Source: an optimization exercise on an open RTL-to-GDS flow (aim: small area). Production flows keep margins and buffers that such runs may drop. In this exercise RTL edits were held to simulation tests only and were not proved equivalent to the original. No activity file was given, so power comes from the tool's default toggle rates.

==> flow/design.v <==
`timescale 1ns/10ps
module cache_l1
	#(
		parameter DATA_WDT  = 64,
		parameter LINE_SIZE = 512 / DATA_WDT
	)
	(
		input								clk,
		input								rst_n,
		input								th_cgra_cache_flush,
		input		[32 - 1 : 0]			agent_req_addr,
		input								agent_req_en,
		input								agent_req_wr,
		input		[DATA_WDT - 1 : 0]		agent_req_wr_data,
		output reg 							agent_req_done,
		output reg							agent_req_hit,
		output reg							agent_req_miss,
		output reg							agent_req_block,
		output 		[DATA_WDT - 1:0]		agent_req_data,
		input								mem_read_valid,
		input		[DATA_WDT - 1 : 0]		mem_read_data,
		output reg							mem_req_en,
		output 		[32 - 1 : 0]			mem_req_addr,
		input		[31 : 0]				i_coherence_addr_1, i_coherence_addr_2, i_coherence_addr_3,
		input 								i_coherence_valid_1, i_coherence_valid_2, i_coherence_valid_3,
		output reg							o_coherence_valid_1, o_coherence_valid_2, o_coherence_valid_3,
		input 								i_coherence_ack_1, i_coherence_ack_2, i_coherence_ack_3,
		output reg							o_coherence_ack_1, o_coherence_ack_2, o_coherence_ack_3,
		output reg 	[31 : 0]				o_coherence_addr
	);
integer i;
reg 			en1, en2;		 
reg 			wr1, wr2;		 
reg  [31:3]		req_addr;		 
reg  [63:0]		wr_data;		 
reg  [31:6]		coh_addr;		 
reg 			cv1, cv2;		 
wire 			i_coherence_valid = i_coherence_valid_1 || i_coherence_valid_2 || i_coherence_valid_3;
wire [31:6]		i_coherence_addr  = i_coherence_valid_1 ? i_coherence_addr_1[31:6] : i_coherence_valid_2 ? i_coherence_addr_2[31:6] : i_coherence_addr_3[31:6];
always @(posedge clk or negedge rst_n) begin
	if(~rst_n) begin
		en1 <= 0; en2 <= 0;
		wr1 <= 0; wr2 <= 0;
		cv1 <= 0; cv2 <= 0;
	end
	else begin
		en1 <= agent_req_en; en2 <= en1;
		wr1 <= agent_req_wr; wr2 <= wr1;
		cv1 <= i_coherence_valid; cv2 <= cv1;
	end
end
always @(posedge clk) begin
	if(agent_req_en)
		req_addr <= agent_req_addr[31:3];
	if(agent_req_wr)
		wr_data <= agent_req_wr_data;
	if(i_coherence_valid)
		coh_addr <= i_coherence_addr;
	if(agent_req_en && agent_req_wr)
		o_coherence_addr <= agent_req_addr;
end
reg  [2:0]		current_state;
reg  [2:0]		next_state;
reg  [2:0]		miss_valid_cnt;
reg  [2:0]		mem_req_addr_cnt;
reg  [7:0]		valid_mem;		 
reg  [7:0]		valid_dout;		 
reg  [7:0]		valid_out_reg;	 
reg  [6:0]		lru;			 
reg  [31:6]		tag [0:7];
reg  [63:0]		dat [0:63];		 
reg 			cache_hit_reg;
reg  [2:0]		cache_hit_index_reg;
reg  [2:0]		way_index_reg;
reg  [2:0]		rd_word;		 
reg 			req_hit_reg, req_hit_reg_reg;
reg 			coherence_hit_reg;
wire st_idle  = current_state == 0;
wire st_work  = current_state == 1;
wire st_rmiss = current_state == 2;
wire st_wmiss = current_state == 3;
wire st_reset = current_state == 4;
wire st_coh   = current_state == 5;
wire [31:6]		tag_index = en1 ? req_addr[31:6] : coh_addr;
wire 			lookup = en1 || (st_coh && cv1);
reg  [7:0]		match;
reg 			cache_hit;
reg  [2:0]		cache_hit_index;
always @(*) begin
	cache_hit_index = 0;
	for(i = 0; i < 8; i = i + 1) begin
		match[i] = lookup && valid_dout[i] && (tag[i] == tag_index);
		if(match[i]) cache_hit_index = i;
	end
	cache_hit = |match;
end
wire cache_miss = lookup && !cache_hit;
reg  [2:0]		way_index;
reg  [2:0]		inv_index;
always @(*) begin
	inv_index = 0;
	for(i = 0; i < 8; i = i + 1)
		if(~valid_out_reg[i]) inv_index = i;
	if(en2 || (st_coh && cv2)) begin
		if(~cache_hit_reg)
			way_index = (&valid_out_reg) ? (lru[6] ? (lru[5] ? (lru[3] ? 3'd7 : 3'd6) : (lru[2] ? 3'd5 : 3'd4)) :
			                                         (lru[4] ? (lru[1] ? 3'd3 : 3'd2) : (lru[0] ? 3'd1 : 3'd0)))
			                             : inv_index;
		else
			way_index = cache_hit_index_reg;
	end
	else
		way_index = 0;
end
always @(*) begin
	case (current_state)
		0:
			if(agent_req_en)                next_state = 1;
			else if(i_coherence_valid)      next_state = 5;
			else if(th_cgra_cache_flush)    next_state = 4;
			else                            next_state = 0;
		1:
			if(cache_miss)                  next_state = wr1 ? 3 : 2;
			else                            next_state = 1;
		2:                         next_state = (miss_valid_cnt == 7) ? 0 : 2;
		3:                        next_state = (miss_valid_cnt == 7) ? 0 : 3;
		5:
			if(cv2 || cache_miss)           next_state = 0;
			else                            next_state = 5;
		default:                            next_state = 0;
	endcase
end
wire next_ack = st_coh && (next_state == 0);
always @(posedge clk or negedge rst_n) begin
	if(~rst_n) begin
		current_state <= 4;
		agent_req_miss <= 0;
		agent_req_hit <= 0;
		agent_req_block <= 0;
		agent_req_done <= 0;
		mem_req_en <= 0;
		mem_req_addr_cnt <= 0;
		miss_valid_cnt <= 0;
		o_coherence_valid_1 <= 0; o_coherence_valid_2 <= 0; o_coherence_valid_3 <= 0;
		o_coherence_ack_1 <= 0; o_coherence_ack_2 <= 0; o_coherence_ack_3 <= 0;
		cache_hit_reg <= 0;
		cache_hit_index_reg <= 0;
		way_index_reg <= 0;
		req_hit_reg <= 0;
		req_hit_reg_reg <= 0;
		coherence_hit_reg <= 0;
		lru <= 0;
	end
	else begin
		current_state <= next_state;
		agent_req_miss <= st_work && en1 && cache_miss;
		agent_req_hit <= req_hit_reg_reg;
		agent_req_block <= next_state == 5 || next_state == 2 || next_state == 3;
		agent_req_done <= req_hit_reg_reg || (st_rmiss && mem_read_valid && (rd_word == miss_valid_cnt));
		if(mem_req_addr_cnt == 7)
			mem_req_en <= 0;
		else
			mem_req_en <= next_state == 2 || next_state == 3;
		if(mem_req_en)
			mem_req_addr_cnt <= mem_req_addr_cnt + 1;
		else if(mem_req_addr_cnt == 7)
			mem_req_addr_cnt <= 0;
		if(miss_valid_cnt == 7)
			miss_valid_cnt <= 0;
		else if(mem_read_valid)
			miss_valid_cnt <= miss_valid_cnt + 1;
		if(agent_req_en && agent_req_wr) begin
			o_coherence_valid_1 <= 1; o_coherence_valid_2 <= 1; o_coherence_valid_3 <= 1;
		end
		else begin
			if(i_coherence_ack_1) o_coherence_valid_1 <= 0;
			if(i_coherence_ack_2) o_coherence_valid_2 <= 0;
			if(i_coherence_ack_3) o_coherence_valid_3 <= 0;
		end
		o_coherence_ack_1 <= i_coherence_valid_1 && next_ack;
		o_coherence_ack_2 <= !i_coherence_valid_1 && i_coherence_valid_2 && next_ack;
		o_coherence_ack_3 <= !i_coherence_valid_1 && !i_coherence_valid_2 && i_coherence_valid_3 && next_ack;
		cache_hit_reg <= cache_hit;
		cache_hit_index_reg <= cache_hit_index;
		if(en2) way_index_reg <= way_index;
		req_hit_reg <= en1 && cache_hit;
		req_hit_reg_reg <= req_hit_reg;
		coherence_hit_reg <= st_coh && cache_hit;
		if(en2) lru <= lru_in;
	end
end
always @(posedge clk)
	if(en2) rd_word <= req_addr[5:3];
assign mem_req_addr = {3'b0, req_addr[31:6], mem_req_addr_cnt};
reg  [7:0]		valid_in;
always @(*) begin
	for(i = 0; i < 8; i = i + 1) begin
		if(st_reset || (wr2 && req_hit_reg))
			valid_in[i] = 0;
		else if(coherence_hit_reg)
			valid_in[i] = (way_index == i) ? 1'b0 : valid_out_reg[i];
		else if(st_rmiss || st_wmiss)
			valid_in[i] = (way_index == i) ? 1'b1 : valid_out_reg[i];
		else
			valid_in[i] = 0;
	end
end
wire valid_wr = st_reset || coherence_hit_reg || agent_req_miss;
wire valid_rd = (agent_req_en || i_coherence_valid) && !valid_wr;
always @(posedge clk or negedge rst_n) begin
	if(~rst_n) begin
		valid_mem <= 0;
		valid_dout <= 0;
		valid_out_reg <= 0;
	end
	else begin
		if(valid_wr) valid_mem <= valid_in;
		if(valid_rd) valid_dout <= valid_mem;
		valid_out_reg <= valid_dout;
	end
end
always @(posedge clk)
	for(i = 0; i < 8; i = i + 1)
		if(agent_req_miss && way_index == i)
			tag[i] <= req_addr[31:6];
wire 			dat_we   = (st_work && en2 && wr2) || mem_read_valid;
wire [2:0]		dat_way  = mem_read_valid ? way_index_reg : way_index;
wire [2:0]		dat_word = mem_read_valid ? miss_valid_cnt : req_addr[5:3];
wire [63:0]		dat_in   = (st_rmiss || (st_wmiss && miss_valid_cnt != req_addr[5:3])) ? mem_read_data : wr_data;
always @(posedge clk)
	if(dat_we)
		dat[{dat_way, dat_word}] <= dat_in;
assign agent_req_data = dat[{way_index_reg, rd_word}];
reg  [6:0]		lru_in;
always @(*) begin
	lru_in = lru;
	case (way_index)
		3'd0 : begin lru_in[6] = 1; lru_in[4] = 1; lru_in[0] = 1; end
		3'd1 : begin lru_in[6] = 1; lru_in[4] = 1; lru_in[0] = 0; end
		3'd2 : begin lru_in[6] = 1; lru_in[4] = 0; lru_in[1] = 1; end
		3'd3 : begin lru_in[6] = 1; lru_in[4] = 0; lru_in[1] = 0; end
		3'd4 : begin lru_in[6] = 0; lru_in[5] = 1; lru_in[2] = 1; end
		3'd5 : begin lru_in[6] = 0; lru_in[5] = 1; lru_in[2] = 0; end
		3'd6 : begin lru_in[6] = 0; lru_in[5] = 0; lru_in[3] = 1; end
		default : begin lru_in[6] = 0; lru_in[5] = 0; lru_in[3] = 0; end
	endcase
end
endmodule
clock: 10.0 ns
lec_check: 0
cap_margin: 20
core_margin: 2
core_utilization: 45
slew_margin: 20
run.sh (not shown) runs the stock make flow with config.mk's settings and CLKGATE_MAP_FILE= SYNTH_SCRIPT=/design/flow/synth_recipe.tcl, a recipe that flattens the netlist after the stock synthesis.
Change:
--- a/flow/design.v
+++ b/flow/design.v
@@ -66,11 +66,10 @@
 reg  [7:0]		valid_mem;		 
 reg  [7:0]		valid_dout;		 
 reg  [7:0]		valid_out_reg;	 
 reg  [6:0]		lru;			 
 reg  [31:6]		tag [0:7];
-reg  [63:0]		dat [0:63];		 
 reg 			cache_hit_reg;
 reg  [2:0]		cache_hit_index_reg;
 reg  [2:0]		way_index_reg;
 reg  [2:0]		rd_word;		 
 reg 			req_hit_reg, req_hit_reg_reg;
@@ -221,18 +220,57 @@
 end
 always @(posedge clk)
 	for(i = 0; i < 8; i = i + 1)
 		if(agent_req_miss && way_index == i)
 			tag[i] <= req_addr[31:6];
-wire 			dat_we   = (st_work && en2 && wr2) || mem_read_valid;
-wire [2:0]		dat_way  = mem_read_valid ? way_index_reg : way_index;
-wire [2:0]		dat_word = mem_read_valid ? miss_valid_cnt : req_addr[5:3];
-wire [63:0]		dat_in   = (st_rmiss || (st_wmiss && miss_valid_cnt != req_addr[5:3])) ? mem_read_data : wr_data;
+reg 			tgl;				 
+reg  [7:0]		phase;				 
+reg  [63:0]		wr_data_d;			 
+reg 			wr_late;			 
+reg  [63:0]		pr0 [0:31];			 
+reg  [63:0]		pr1 [0:31];			 
+always @(posedge clk or negedge rst_n) begin
+	if(~rst_n) begin
+		tgl <= 0;
+		wr_late <= 0;
+	end
+	else begin
+		tgl <= ~tgl;
+		wr_late <= st_work && en2 && wr2 && !(tgl ^ phase[way_index] ^ req_addr[3]);
+	end
+end
+always @(posedge clk) begin
+	wr_data_d <= wr_data;
+	if(mem_read_valid && miss_valid_cnt == 0)
+		phase[way_index_reg] <= ~tgl;
+end
+wire 			wr_now   = st_work && en2 && wr2 && (tgl ^ phase[way_index] ^ req_addr[3]);
+wire 			dat_we   = wr_now || wr_late || mem_read_valid;
+wire [2:0]		dat_way  = wr_now ? way_index : way_index_reg;
+wire [2:1]		dat_pair = mem_read_valid ? miss_valid_cnt[2:1] : wr_now ? req_addr[5:4] : rd_word[2:1];
+wire [63:0]		dat_in   = wr_late ? wr_data_d :
+						   (st_rmiss || (st_wmiss && miss_valid_cnt != req_addr[5:3])) ? mem_read_data : wr_data;
+genvar g;
+generate
+	for(g = 0; g < 32; g = g + 1) begin: pair
+		always @(posedge clk) begin
+			pr1[g] <= pr0[g];
+			pr0[g] <= (dat_we && {dat_way, dat_pair} == g) ? dat_in : pr1[g];
+		end
+	end
+endgenerate
+wire [4:0]		rd_pair = {way_index_reg, rd_word[2:1]};
+reg  [63:0]		rd_data;
+reg  [63:0]		rd_cap;
+always @(*) begin
+	rd_data = 0;
+	for(i = 0; i < 32; i = i + 1)
+		rd_data = rd_data | ({64{rd_pair == i[4:0]}} & pr0[i]);
+end
 always @(posedge clk)
-	if(dat_we)
-		dat[{dat_way, dat_word}] <= dat_in;
-assign agent_req_data = dat[{way_index_reg, rd_word}];
+	rd_cap <= rd_data;
+assign agent_req_data = (tgl ^ phase[way_index_reg] ^ rd_word[0]) ? rd_cap : rd_data;
 reg  [6:0]		lru_in;
 always @(*) begin
 	lru_in = lru;
 	case (way_index)
 		3'd0 : begin lru_in[6] = 1; lru_in[4] = 1; lru_in[0] = 1; end
Result: Combinational power grows by 32%; power grows by 16%; critical path depth came out higher by 6; via count rose by 2.0%; sequential cell count rises by 138.

[static timing again, ports no longer ideal]
How much do the figures lean on ideal ports? The routed layouts below were timed once more, with nothing changed but the port constraints.
Step 1 (the two cells are an assumption about what drives the block):
set clk [get_ports {clk}]
set_driving_cell -lib_cell sky130_fd_sc_hd__clkbuf_16 $clk
set_driving_cell -lib_cell sky130_fd_sc_hd__buf_2 [delete_from_list [all_inputs] $clk]
Step 2, shift: input delay + t, output delay - t, t = (earliest + latest rising clock arrival at the registers) / 2. This alone moves slack from input paths to output paths.
Slacks: ideal ports / drivers / drivers and shift; pairs: ideal ports / drivers.
| run | shift t [ns] | setup slack, ns | worst setup path at the end | worst register clock-pin slew, ns | cell pins on the clock port's net |
|---|---|---|---|---|---|
| the first run | 1.082 | 2.826 / 2.712 / 2.846 | input to register | 0.07 / 0.07 | 1 |
| the second run | 1.047 | 2.370 / 2.272 / 3.319 | register to output | 0.07 / 0.07 | 1 |
After both steps setup and hold are still met in every run listed.
